Background: an optimization exercise with open tools, aiming at a short achievable clock period and few clock cycles. Do not read the settings as production practice.
Function was checked by simulation only, so behaviour that the tests miss may differ from the original.
Power and IR drop assume default switching activity.

==> flow/design.v <==
module core(
  input        clk,
  input        rst,
  output [31:0]instr_addr,
  input  [31:0]instr_data,
  output [31:0]ram_raddr,
  input  [31:0]ram_rdata,
  output [31:0]ram_waddr,
  output [31:0]ram_wdata,
  output       ram_we
);
localparam [6:0] OPC_IMM  = 7'b0010011;
localparam [6:0] OPC_REG  = 7'b0110011;
localparam [6:0] OPC_LD   = 7'b0000011;
localparam [6:0] OPC_ST   = 7'b0100011;
localparam [6:0] OPC_BR   = 7'b1100011;
localparam [6:0] OPC_JAL  = 7'b1101111;
localparam [6:0] OPC_JALR = 7'b1100111;
reg  [31:0]pc;
reg        d_v;
reg  [31:0]d_ir;
reg  [31:0]d_pc;
reg  [31:0]d_pred;
reg        d_hit;
reg   [1:0]d_ctr;
reg        e_v;
reg  [31:0]e_a, e_b, e_s;
reg        e_fw1, e_fw2, e_fws;
reg   [2:0]e_op;
reg        e_alt;
reg   [2:0]e_f3;
reg        e_br, e_jal, e_jalr, e_ld, e_st, e_wen, e_link;
reg   [4:0]e_rd;
reg  [11:0]e_pcl;      
reg  [31:0]e_pc1;      
reg  [31:0]e_tgt;      
reg  [31:0]e_pred;     
reg        e_mseq, e_mtgt;
reg        e_hit;
reg   [1:0]e_ctr;
reg        e_call, e_ret;
reg        m_wen, m_ld;
reg   [4:0]m_rd;
reg  [31:0]m_res;
reg  [31:0]m_raddr, m_waddr, m_wdata;
reg        m_we;
reg  [31:0]rf[1:31];
reg  [63:0]bt_v;
reg   [5:0]bt_tag[0:63];
reg  [11:0]bt_tgt[0:63];
reg   [1:0]bt_ctr[0:63];
reg        bt_ret[0:63];
reg  [31:0]ras;
assign instr_addr = pc;
wire  [5:0]f_idx  = pc[5:0];
wire       f_hit  = bt_v[f_idx] && (bt_tag[f_idx] == pc[11:6]);
wire  [1:0]f_ctr  = bt_ctr[f_idx];
wire       f_take = f_hit && f_ctr[1];
wire [31:0]f_inc  = pc + 32'd1;
wire [31:0]f_pred = !f_take        ? f_inc :
                    bt_ret[f_idx]  ? ras   : {pc[31:12], bt_tgt[f_idx]};
wire  [6:0]d_opc = d_ir[6:0];
wire  [2:0]d_f3  = d_ir[14:12];
wire  [4:0]d_rd  = d_ir[11:7];
wire  [4:0]d_rs1 = d_ir[19:15];
wire  [4:0]d_rs2 = d_ir[24:20];
wire d_imm  = (d_opc == OPC_IMM);
wire d_reg  = (d_opc == OPC_REG);
wire d_ld   = (d_opc == OPC_LD);
wire d_st   = (d_opc == OPC_ST);
wire d_br   = (d_opc == OPC_BR);
wire d_jal  = (d_opc == OPC_JAL);
wire d_jalr = (d_opc == OPC_JALR);
wire d_use1 = d_imm | d_reg | d_ld | d_st | d_br | d_jalr;
wire d_use2 = d_reg | d_st | d_br;
wire d_wen  = (d_imm | d_reg | d_ld | d_jal | d_jalr) && (d_rd != 5'd0);
wire [31:0]immI = {{20{d_ir[31]}}, d_ir[31:20]};
wire [31:0]immS = {{20{d_ir[31]}}, d_ir[31:25], d_ir[11:7]};
wire [31:0]immB = {{20{d_ir[31]}}, d_ir[31], d_ir[31], d_ir[7], d_ir[30:25], d_ir[11:9]};
wire [31:0]immJ = {{12{d_ir[31]}}, d_ir[31], d_ir[31], d_ir[19:12], d_ir[20], d_ir[30:22]};
wire [31:0]m_wdat = m_ld ? ram_rdata : m_res;
wire       byp1 = m_wen && (m_rd == d_rs1);
wire       byp2 = m_wen && (m_rd == d_rs2);
wire [31:0]rv1  = byp1 ? m_wdat : (d_rs1 == 5'd0) ? 32'd0 : rf[d_rs1];
wire [31:0]rv2  = byp2 ? m_wdat : (d_rs2 == 5'd0) ? 32'd0 : rf[d_rs2];
wire       d_bimm = d_imm | d_ld | d_st | d_jalr;
wire [31:0]d_b    = !d_bimm ? rv2 : d_st ? immS : immI;
wire [31:0]d_pc1  = d_pc + 32'd1;
wire [31:0]d_tgt  = d_pc + (d_jal ? immJ : immB);
wire e_fwd_ok = e_v && e_wen && !e_ld;
wire fw1      = e_fwd_ok && (e_rd == d_rs1);
wire fw2      = e_fwd_ok && (e_rd == d_rs2);
wire ld_haz = e_v && e_ld && e_wen &&
              ((d_use1 && (e_rd == d_rs1)) || (d_use2 && (e_rd == d_rs2)));
wire stall  = d_v && ld_haz;
wire [31:0]A = e_fw1 ? m_res : e_a;
wire [31:0]B = e_fw2 ? m_res : e_b;
wire [31:0]S = e_fws ? m_res : e_s;
wire [31:0]sum  = A + B;
wire [32:0]dif  = {1'b0, A} - {1'b0, B};
wire       ltu  = dif[32];
wire       lts  = (A[31] ^ B[31]) ? A[31] : ltu;
wire [31:0]shl  = A << B[4:0];
wire [31:0]shr  = A >> B[4:0];
wire signed [31:0]A_s = A;
wire [31:0]sra  = A_s >>> B[4:0];
reg  [31:0]alu;
always @(*) begin
  case (e_op)
    3'b000: alu = e_alt ? dif[31:0] : sum;
    3'b001: alu = shl;
    3'b010: alu = {31'b0, lts};
    3'b011: alu = {31'b0, ltu};
    3'b100: alu = A ^ B;
    3'b101: alu = e_alt ? sra : shr;
    3'b110: alu = A | B;
    default: alu = A & B;
  endcase
end
wire [31:0]e_res = e_link ? e_pc1 : alu;
reg        bx;
always @(*) begin
  case (e_f3[2:1])
    2'b00: bx = (A != B);
    2'b01: bx = |shl;
    2'b10: bx = lts;
    default: bx = ltu;
  endcase
end
wire       taken  = (e_f3[0] ^ ~e_f3[2]) ^ bx;
wire       e_take = e_jal | (e_br & taken);
wire       mis    = e_v && (e_jalr ? (sum != e_pred) :
                            e_take ? !e_mtgt : !e_mseq);
wire [31:0]redir  = e_jalr ? sum : e_take ? e_tgt : e_pc1;
wire       bt_taken = e_take | e_jalr;
wire       bt_upd   = e_v && (e_br | e_jal | e_jalr) && (e_hit | bt_taken);
wire  [5:0]bt_widx  = e_pcl[5:0];
wire  [5:0]bt_wtag  = e_pcl[11:6];
wire  [1:0]bt_nctr  = !e_hit ? 2'b11 :
                      bt_taken ? ((e_ctr == 2'b11) ? 2'b11 : e_ctr + 2'd1)
                               : ((e_ctr == 2'b00) ? 2'b00 : e_ctr - 2'd1);
assign ram_raddr = m_raddr;
assign ram_waddr = m_waddr;
assign ram_wdata = m_wdata;
assign ram_we    = m_we;
always @(posedge clk) begin
  if (rst) begin
    pc   <= 32'd0;
    d_v  <= 1'b0;
    e_v  <= 1'b0;
    m_wen <= 1'b0;
    m_we <= 1'b0;
    bt_v <= 64'd0;
  end else begin
    if (mis) begin
      pc  <= redir;
      d_v <= 1'b0;
    end else if (!stall) begin
      pc  <= f_pred;
      d_v <= 1'b1;
    end
    e_v <= d_v && !stall && !mis;
    m_wen <= e_v && e_wen;
    m_we  <= e_v && e_st;
    if (bt_upd) bt_v[bt_widx] <= 1'b1;
  end
  if (!stall && !mis) begin
    d_ir   <= instr_data;
    d_pc   <= pc;
    d_pred <= f_pred;
    d_hit  <= f_hit;
    d_ctr  <= f_ctr;
  end
  e_a    <= rv1;
  e_b    <= d_b;
  e_s    <= rv2;
  e_fw1  <= fw1;
  e_fw2  <= fw2 && !d_bimm;
  e_fws  <= fw2;
  e_op   <= (d_imm | d_reg) ? d_f3 : 3'b000;
  e_alt  <= (d_reg && d_ir[30]) || (d_imm && (d_f3 == 3'b101) && d_ir[30]);
  e_f3   <= d_f3;
  e_br   <= d_br;
  e_jal  <= d_jal;
  e_jalr <= d_jalr;
  e_ld   <= d_ld;
  e_st   <= d_st && (d_f3 == 3'b010);
  e_wen  <= d_wen;
  e_link <= d_jal | d_jalr;
  e_rd   <= d_rd;
  e_pcl  <= d_pc[11:0];
  e_pc1  <= d_pc1;
  e_tgt  <= d_tgt;
  e_pred <= d_pred;
  e_mseq <= (d_pred == d_pc1);
  e_mtgt <= (d_pred == d_tgt);
  e_hit  <= d_hit;
  e_ctr  <= d_ctr;
  e_call <= (d_jal | d_jalr) && (d_rd == 5'd1);
  e_ret  <= d_jalr && (d_rd == 5'd0) && (d_rs1 == 5'd1);
  m_ld  <= e_ld;
  m_rd  <= e_rd;
  m_res <= e_res;
  if (e_ld) m_raddr <= sum;
  if (e_st) begin
    m_waddr <= sum;
    m_wdata <= S;
  end
  if (m_wen) rf[m_rd] <= m_wdat;
  if (bt_upd) begin
    bt_tag[bt_widx] <= bt_wtag;
    bt_ctr[bt_widx] <= bt_nctr;
    bt_ret[bt_widx] <= e_ret;
  end
  if (bt_upd && bt_taken) bt_tgt[bt_widx] <= redir[11:0];
  if (e_v && e_call) ras <= e_pc1;
end
endmodule
==> flow/run.sh <==
#!/bin/bash
# synth_recipe.tcl (not shown) runs the flow's synth.tcl, then flattens the netlist and writes it again
# the make line also repeats each setting of config.mk as NAME=value (left out here)
make -C /OpenROAD-flow-scripts/flow DESIGN_CONFIG=/design/flow/config.mk WORK_HOME=/design/flow/orfs CLKGATE_MAP_FILE= SYNTH_SCRIPT=/design/flow/synth_recipe.tcl finish
==> flow/config.mk <==
export PLATFORM = sky130hd
export DESIGN_NAME = core
export DESIGN_NICKNAME = core
export VERILOG_FILES = /design/flow/design.v
export SDC_FILE = /design/flow/constraint.sdc
export NUM_CORES = 4
export LEC_CHECK = 0
export ABC_CLOCK_PERIOD_IN_PS = 3000
export CAP_MARGIN = 20
export CORE_MARGIN = 2
export CORE_UTILIZATION = 40
export SETUP_SLACK_MARGIN = 5
export SLEW_MARGIN = 20
==> flow/constraint.sdc <==
create_clock -name core_clock -period 12.0 [get_ports {clk}]
set_input_delay 2.4000 -clock core_clock [delete_from_list [all_inputs] [get_ports {clk}]]
set_output_delay 2.4000 -clock core_clock [all_outputs]
set_load 0.01 [all_outputs]
==> reports/results.ini <==
[synthesis]
main_combinational_cell_family_by_area_after_synthesis = multiplexers
yosys-top-cells-area = sky130_fd_sc_hd__edfxtp_1 58%, sky130_fd_sc_hd__mux4_2 17%, sky130_fd_sc_hd__dfxtp_1 5.8%, sky130_fd_sc_hd__mux2i_1 2.7%, sky130_fd_sc_hd__nor2_1 1.6%
syn_inst = 8151
netlist.area_leader.share_pct = 57.70
edff_count_synth = 2563
synth_top_area_cell = sky130_fd_sc_hd__edfxtp_1
mapped_area_sq_um = 133400
syn_nets = 8354
muxShareOfSynthArea_pct = 20.57
synth_compound_area_share_pct = 6.118
number_of_synthesis_warnings = 1
synth.ff_latch_count = 2950
yosys.area_share.xor_xnor_pct = 1.720
synthArstFlopShare_pct = 0
synth-seq-area-share_pct = 63.51
post_synthesis_share_of_cell_area_spent_on_and_or_nand_and_nor_gates_pct = 4.661
synth_adder_area_share_pct = 1.310
synthFlopType = sky130_fd_sc_hd__edfxtp_1
postSynthAreaPerCell_sq_um = 16.36
yosys.cell_types.count = 93

[setup_path]
worstPathArrival_ns = 7.40
worstSetupPathType = register to register
r2r_end = bt_tag[53][0]
ff2ff_setup_slack_ns = 5.11
ff2ff_path_depth = 19
start_kind = register
critPathMaxFanout = 37
r2r-start = e_fw2
cp_endpoint_kind = register
timing.critical_path.required_ns = 12.51

[clock_tree]
htreeDepth = 5
cts_tree = done
worst_setup_hold_path_clk_slew_ns = 0.06
clk_sink_count = 2950
tritoncts.num_buffers = 311
holdBufCountCts = 0
ctsRootBufferMaster = sky130_fd_sc_hd__clkbuf_16
clock_insertion_delay_worst_skew_ns = 0.90
clock_path_buffers = 4

[die]
core.rowCount = 212
initial_utilization_pct = 40.10
io_pins = 195
fp.dieW_um = 581.5
design.die.area_sq_um = 338100
die_h_um = 581.5
coreArea_sq_um = 332600

[routing]
final_antenna_net_count = 0
initialDrtViolationCount = 10560
drt-total-wl_um = 441300
wl_per_cell_um = 34.01
via_per_inst = 6.241
drc = 0
drtPass1Iterations = 6
num_vias = 81000

[place]
placement.cell_area_sq_um = 140900
dpl.hpwl_um = 284800
port_buffers = 194
gp_congestion = 1.039

[finish]
filler_cell_count = 28540
area.sequential_sq_um = 84790
multi_input_area_sq_um = 46970
layout.cell_area.non_filler_sq_um = 151700
net_count_reported_at_finish = 8539
area_growth_syn_to_layout_pct = 13.71
drive_above_1_share_pct = 23.36

[sta]
relSlewSlack_pct = 17.98
final-setup-viol-count = 0
finalWorstPathRequiredPeriod_ns = 6.887
fmaxAchievable_ghz = 0.1452
layout_worst_path_cycle_share_pct = 57.39
grt_setup_unrepaired = true
timing.clock.skew_ns = 0.08965
worst_hold_slack_ns = 0.3443
timing.final.max_slew_violations = 0
setup_tns_ns = 0
max_slew.worst_pin.slew_ns = 1.217
finalHoldViolations = 0

[run_status]
status = complete, no violations

[hold_path]
worst_hold_path_type = register to register
worstHoldPathCells = 0
min_delay_worst_endpoint = e_hit
min_from = d_hit

[pwr]
power-per-cell-area_nw_per_um2 = 186.5
p_leak_nw = 49.27
worst_ir_drop_vdd_uv = 117.5

[global_routing]
grt_overflow = 0
grt_first_pass_wirelength_um = 616500
number_of_global_route_vias_before_repair = 80010
antenna_found_initial = 30
pin_count_of_the_biggest_net_entering_global_routing = 124
track_usage_pct = 25.50

[flow_run]
maxCapViolCount = 0

[placed cells by master, fill, tap and decap left out, types with 22 or more instances in the layout]
cell	n
sky130_fd_sc_hd__o211ai_1	31
sky130_fd_sc_hd__nor4_1	32
sky130_fd_sc_hd__clkbuf_1	72
sky130_fd_sc_hd__clkdlybuf4s50_1	194
sky130_fd_sc_hd__mux2_2	56
sky130_fd_sc_hd__o21ai_0	280
sky130_fd_sc_hd__a31oi_1	46
sky130_fd_sc_hd__bufinv_16	25
sky130_fd_sc_hd__and2_1	28
sky130_fd_sc_hd__clkbuf_16	320
sky130_fd_sc_hd__edfxtp_1	2563
sky130_fd_sc_hd__o21a_1	27
sky130_fd_sc_hd__buf_4	191
sky130_fd_sc_hd__inv_1	170
sky130_fd_sc_hd__nand4_1	28
sky130_fd_sc_hd__a21o_1	53
sky130_fd_sc_hd__nand2b_1	23
sky130_fd_sc_hd__nor3_1	66
sky130_fd_sc_hd__dfxtp_1	355
sky130_fd_sc_hd__ha_1	128
sky130_fd_sc_hd__a211oi_1	109
sky130_fd_sc_hd__clkinv_2	45
sky130_fd_sc_hd__and3_1	36
sky130_fd_sc_hd__nor2_1	418
sky130_fd_sc_hd__mux2i_1	355
sky130_fd_sc_hd__o2bb2ai_1	58
sky130_fd_sc_hd__nand3_1	105
sky130_fd_sc_hd__mux4_2	1018
sky130_fd_sc_hd__nand2_1	376
sky130_fd_sc_hd__clkinv_1	56
sky130_fd_sc_hd__xor2_1	108
sky130_fd_sc_hd__nor2b_1	22
sky130_fd_sc_hd__nor2_2	63
sky130_fd_sc_hd__xnor2_1	129
sky130_fd_sc_hd__a21oi_1	277
sky130_fd_sc_hd__o22ai_1	110
sky130_fd_sc_hd__nor2_4	82
[synth_stat cells (31+ instances only)]
cell	number
sky130_fd_sc_hd__a211oi_1	111
sky130_fd_sc_hd__o2bb2ai_1	58
sky130_fd_sc_hd__mux4_2	1018
sky130_fd_sc_hd__a31oi_1	48
sky130_fd_sc_hd__a21oi_1	280
sky130_fd_sc_hd__nor3_1	68
sky130_fd_sc_hd__o211ai_1	31
sky130_fd_sc_hd__clkbuf_1	352
sky130_fd_sc_hd__nand2_1	382
sky130_fd_sc_hd__dfxtp_1	387
sky130_fd_sc_hd__nand3_1	108
sky130_fd_sc_hd__inv_1	173
sky130_fd_sc_hd__xor2_1	110
sky130_fd_sc_hd__xnor2_1	134
sky130_fd_sc_hd__nor2_1	562
sky130_fd_sc_hd__mux2_2	56
sky130_fd_sc_hd__edfxtp_1	2563
sky130_fd_sc_hd__nor4_1	34
sky130_fd_sc_hd__buf_1	128
sky130_fd_sc_hd__o21ai_0	285
sky130_fd_sc_hd__and3_1	36
sky130_fd_sc_hd__o22ai_1	110
sky130_fd_sc_hd__ha_1	134
sky130_fd_sc_hd__a21o_1	53
sky130_fd_sc_hd__mux2i_1	359
sky130_fd_sc_hd__buf_2	41
[sequential cells by signal, summed over array words and instances, names as in the netlist, 64 cells and up, named ones only]
signal / flops
bt_ret: 64
rf: 992
bt_v: 64
bt_tag: 384
bt_ctr: 128
bt_tgt: 768
[worst max-delay path: stages (launching register included)]
cell                       delay (ns)
sky130_fd_sc_hd__dfxtp_4         0.51
sky130_fd_sc_hd__mux2i_4         0.26
sky130_fd_sc_hd__buf_4           0.47
sky130_fd_sc_hd__clkinv_1        0.14
sky130_fd_sc_hd__buf_4           0.30
sky130_fd_sc_hd__nor2_1          0.34
sky130_fd_sc_hd__buf_4           0.30
sky130_fd_sc_hd__o21ai_0         0.11
sky130_fd_sc_hd__nor4_1          0.70
sky130_fd_sc_hd__a2111o_1        0.27
sky130_fd_sc_hd__and2_1          0.20
sky130_fd_sc_hd__nand3_1         0.14
sky130_fd_sc_hd__nor3_2          0.50
sky130_fd_sc_hd__nor2_1          0.20
sky130_fd_sc_hd__xnor2_2         0.18
sky130_fd_sc_hd__buf_4           0.26
sky130_fd_sc_hd__a21oi_1         0.17
sky130_fd_sc_hd__buf_4           0.26
sky130_fd_sc_hd__nand3_4         0.34
sky130_fd_sc_hd__nor2_1          0.85
[final cells by class]
| class | instances | area share [%] |
|---|---|---|
| diodes | 9 | 0.01485 |
| clock buffers | 405 | 5.561 |
| clock inverters | 154 | 0.9841 |
| inverters | 187 | 0.4661 |
| multi-input cells | 4480 | 30.97 |
| flip-flops and latches | 2950 | 55.90 |
| well taps | 4387 | 3.619 |
| repair buffers | 406 | 2.485 |
[logic make-up (layout without fill, tap and decap cells)]
| group | after synthesis | count (layout) |
|---|---|---|
| buffers and inverters | 721 | 1152 |
| AND/OR/NAND/NOR | 1386 | 1386 |
| flip-flops | 2950 | 2950 |
| AO/OA/AOI/OAI | 1252 | 1252 |
| adder cells (fa/ha/maj) | 138 | 138 |
| XOR/XNOR | 251 | 251 |
| other | 0 | 9 |
| multiplexers | 1453 | 1453 |
[metrics by stage]
step | std cells | total power, W | util (%) | setup slack [ns]
final | 12980 | 0.02829 | 45.60 | 5.113
after global placement | 12400 | 0.01872 | 42.34 | 3.638
after CTS | 12970 | 0.02824 | 45.53 | 4.891
after global routing | 12970 | 0.02909 | 45.59 | 4.980
after detailed placement | 12400 | 0.01874 | 42.35 | 3.691
after floorplan | 8151 | 0.01614 | - | 5.064
[worst max path at each step]
stage | cells after the start | from | slack [ns] | endpoint
CTS | 19 | e_fw1 | 4.89 | bt_tgt[27][1]
floorplan | 25 | e_fw2 | 5.06 | register
detailed placement | 19 | e_fw1 | 3.69 | bt_tgt[29][2]
finish | 19 | e_fw2 | 5.11 | bt_tag[53][0]
global route | 20 | e_fw1 | 4.98 | register
global placement | 18 | e_fw2 | 3.64 | bt_tgt[30][11]
[timing repair]
item / 4_1_cts / 5_1_grt
gates resized for setup: 172 / 36
gates cloned: 1 / 2
pin swaps: 0 / 1
setup buffers: 3 / 1
endpoints found under the setup margin: 2371 / 1525
[power by group]
group	switching, W	internal (W)
combinational	0.00417	0.00198
clock	0.00401	0.00551
sequential	0.000511	0.0121
total	0.00869	0.0196
[routing by layer]
metal / routed length (um) / track usage [%] / share of wire, %
met1: 177600 / 34.84 / 40
met2: 207500 / 40.56 / 47
met3: 34770 / 4.040 / 7.9
met4: 21450 / 10.94 / 4.9
met5: 91 / 0 / 0.021
Testbench counts, summed over its fixed seeds: cycles 313,131.

==> separate check: timing with driven ports <==
No port has a modelled driver above. Below, the same layout with a new extraction and two added sets of constraints.
Step 1 sets driving cells, clkbuf_16 on the clock port and buf_2 on the other inputs (assumed; they add their load-dependent delay and slew).
Step 2 moves the port delays by t, midway between the first and last clock arrival at a register: inputs arrive t later, outputs are due t later. That takes back most of the time a late clock gives input paths.
a / b / c = ideal ports / drivers / drivers and shift; a / b = the first two.
t, ns: 0.958
setup WS [ns]: 5.113 / 5.113 / 5.113
cell pins on the clock port's net: 1
After both steps this run still meets setup and hold. For this run, drivers alone change the setup slack by 0.000 ns; drivers and shift together by 0.000 ns.
